Context: an optimization exercise on an open-source flow, tuned for small area and a short achievable clock period. The choices shown serve that exercise and are no tape-out recipe.
Function was checked by simulation only, so behaviour that the tests miss may differ from the original.
Power figures rest on the tool's default switching activity, not on a simulated workload.

==> flow/design.v (excerpt) <==
module pifo_reg
#(
    parameter L2_REG_WIDTH = 4,
    parameter RANK_WIDTH = 16,
    parameter META_WIDTH = 12
)
(
    input                       rst,
    input                       clk,
    output reg                  full,
    input                       insert,
    input [RANK_WIDTH-1:0]      rank_in,
    input [META_WIDTH-1:0]      meta_in,
    output reg                  valid_out,
    input                       remove,
    output [RANK_WIDTH-1:0]     rank_out,
    output [META_WIDTH-1:0]     meta_out,
    output reg                  max_valid_out,
    output [RANK_WIDTH-1:0]     max_rank_out,
    output [META_WIDTH-1:0]     max_meta_out,
    output reg [L2_REG_WIDTH:0] num_entries,
    output reg                  empty
);
    localparam N  = 2**L2_REG_WIDTH;
    localparam RW = RANK_WIDTH;
    localparam MW = META_WIDTH;
    localparam SW = L2_REG_WIDTH;
    localparam DW = RW + MW;            
    localparam EW = DW + SW;            
    function automatic gt_tree(input [RW-1:0] a, input [RW-1:0] b, input cin);
        reg [RW-1:0] g, e;
        integer w, k;
        begin
            g = a & ~b;
            e = ~(a ^ b);
            for (w = RW; w > 1; w = w / 2)
                for (k = 0; k < w / 2; k = k + 1) begin
                    g[k] = g[2*k+1] | (e[2*k+1] & g[2*k]);
                    e[k] = e[2*k+1] & e[2*k];
                end
            gt_tree = g[0] | (e[0] & cin);
        end
    endfunction
    reg [EW-1:0] ent [0:N-1];
    reg [DW-1:0] max_d;
    reg [DW-1:0] p_d;
    reg [SW-1:0] p_slot;
    reg [N-1:0]  c;       
    reg          cm;      
    reg          op_any;      
    reg          op_rem;      
    reg          ld0, dn0, hold0;
    reg          max_new, max_sec, max_keep;
    reg          insert_ltch;
    reg          calc_min_max;
    wire [EW-1:0] new_ent  = {p_slot, p_d};
    wire [N-1:0] ld   = {{(N-1){op_any}} & c[N-1:1] & ~c[N-2:0], ld0};
    wire [N-1:0] up   = {{(N-1){op_any}} & c[N-2:0], 1'b0};
    wire [N-1:0] dn   = {{(N-1){op_rem}}, dn0};
  ...
For scale: roughly 4500 cells after synthesis, roughly 610 flip-flops, ~97 I/O pins, about 35000 sq um of cells after synthesis.
Settings: LEC_CHECK=0, ABC_AREA=1, CAP_MARGIN=20, CORE_MARGIN=2, CORE_UTILIZATION=55, CTS_CLUSTER_SIZE=30, SLEW_MARGIN=20; clock period 16.0 ns.
standard.sh (not shown) runs the stock make flow with config.mk's settings and CLKGATE_MAP_FILE= SYNTH_SCRIPT=/design/flow/synth_recipe.tcl, a recipe that flattens the netlist after the stock synthesis.
==> flow/flow/run.sh <==
#!/bin/bash
# Standard ORFS layout, with plain buffers on the ports and timing repair
# aiming well below the clock period.
set -euo pipefail
bash standard.sh SETUP_SLACK_MARGIN=11 TNS_END_PERCENT=100 \
  "BUFFER_PORTS_ARGS=-buffer_cell sky130_fd_sc_hd__buf_4" finish > standard_flow.log 2>&1
Change:
CORE_UTILIZATION = 50   (was 55)
CTS_CLUSTER_DIAMETER = 80   (was not set)
Core utilization falls by 6.5 points.
Sequential power stays flat.
Wire length falls by about 1.5%.
Register-to-register slack gains 50 ps.
Synthesized cell count does not change.
Change:
CORE_UTILIZATION = 40   (was 50)
CTS_CLUSTER_DIAMETER = not set   (was 80)
CTS_CLUSTER_SIZE = not set   (was 30)
Outcome: The changed run finished with timing, DRC and antenna clean; power grows by 9.6%; first-iteration DRC count grows by 14%; clock skew shrinks by 3.6 ps; hold slack loses 9.3 ps; global-route usage shrinks by 6.1 points; clock-buffer cell count grows by 77; sequential power is about the same; worst setup slack loses 46 ps.
Change:
==> flow/flow/run.sh (replaced) <==
#!/bin/bash
# Standard ORFS layout, with plain buffers on the ports and timing repair
# aiming well below the clock period.
set -euo pipefail
bash standard.sh SETUP_SLACK_MARGIN=11 TNS_END_PERCENT=50 \
  "BUFFER_PORTS_ARGS=-buffer_cell sky130_fd_sc_hd__buf_4" finish > standard_flow.log 2>&1
CORE_UTILIZATION = 55   (was 40)
CTS_CLUSTER_DIAMETER = 80   (was not set)
CTS_CLUSTER_SIZE = 30   (was not set)
=> Setup slack improves by 61 ps. Clock power went down by about 36%. Hold slack gets better by 7.1 ps. Wire length falls by about 1.6%. Fmax is higher by about 1.2%. Final cell count is lower by 6.9%. Clock skew stays flat.

[re-timing with driven ports]
Ports are ideal in the flow. The routed layouts listed here were re-timed in OpenROAD.
Step 1 assumes that a clkbuf_16 drives the clock port and a buf_2 every other input.
Step 2 times the ports against the registers' clock, not the clock port: input delays grow and output delays shrink by t, the midpoint of the rising clock arrivals with the driver on.
Slacks: ideal / step 1 / step 2; pairs: ideal / step 1.
run | shift t [ns] | setup slack, ns | hold slack, ns | latest minus earliest clock arrival (ns) | slew at the worst register clock pin (ns)
the first run | 0.680 | 11.005 / 10.937 / 10.471 | 0.455 / 0.455 / 0.455 | 0.029 / 0.029 | 0.06 / 0.06
the second run | 0.664 | 10.987 / 10.919 / 10.465 | 0.467 / 0.467 / 0.467 | 0.033 / 0.034 | 0.11 / 0.11
the third run | 0.681 | 10.941 / 10.880 / 10.521 | 0.458 / 0.458 / 0.458 | 0.027 / 0.028 | 0.06 / 0.06
the fourth run | 0.662 | 11.002 / 10.934 / 10.497 | 0.465 / 0.465 / 0.465 | 0.024 / 0.024 | 0.11 / 0.11
After both steps setup and hold are still met in every run listed. For the first run, which loses most, drivers alone change the setup slack by -0.068 ns; drivers and shift together by -0.534 ns.
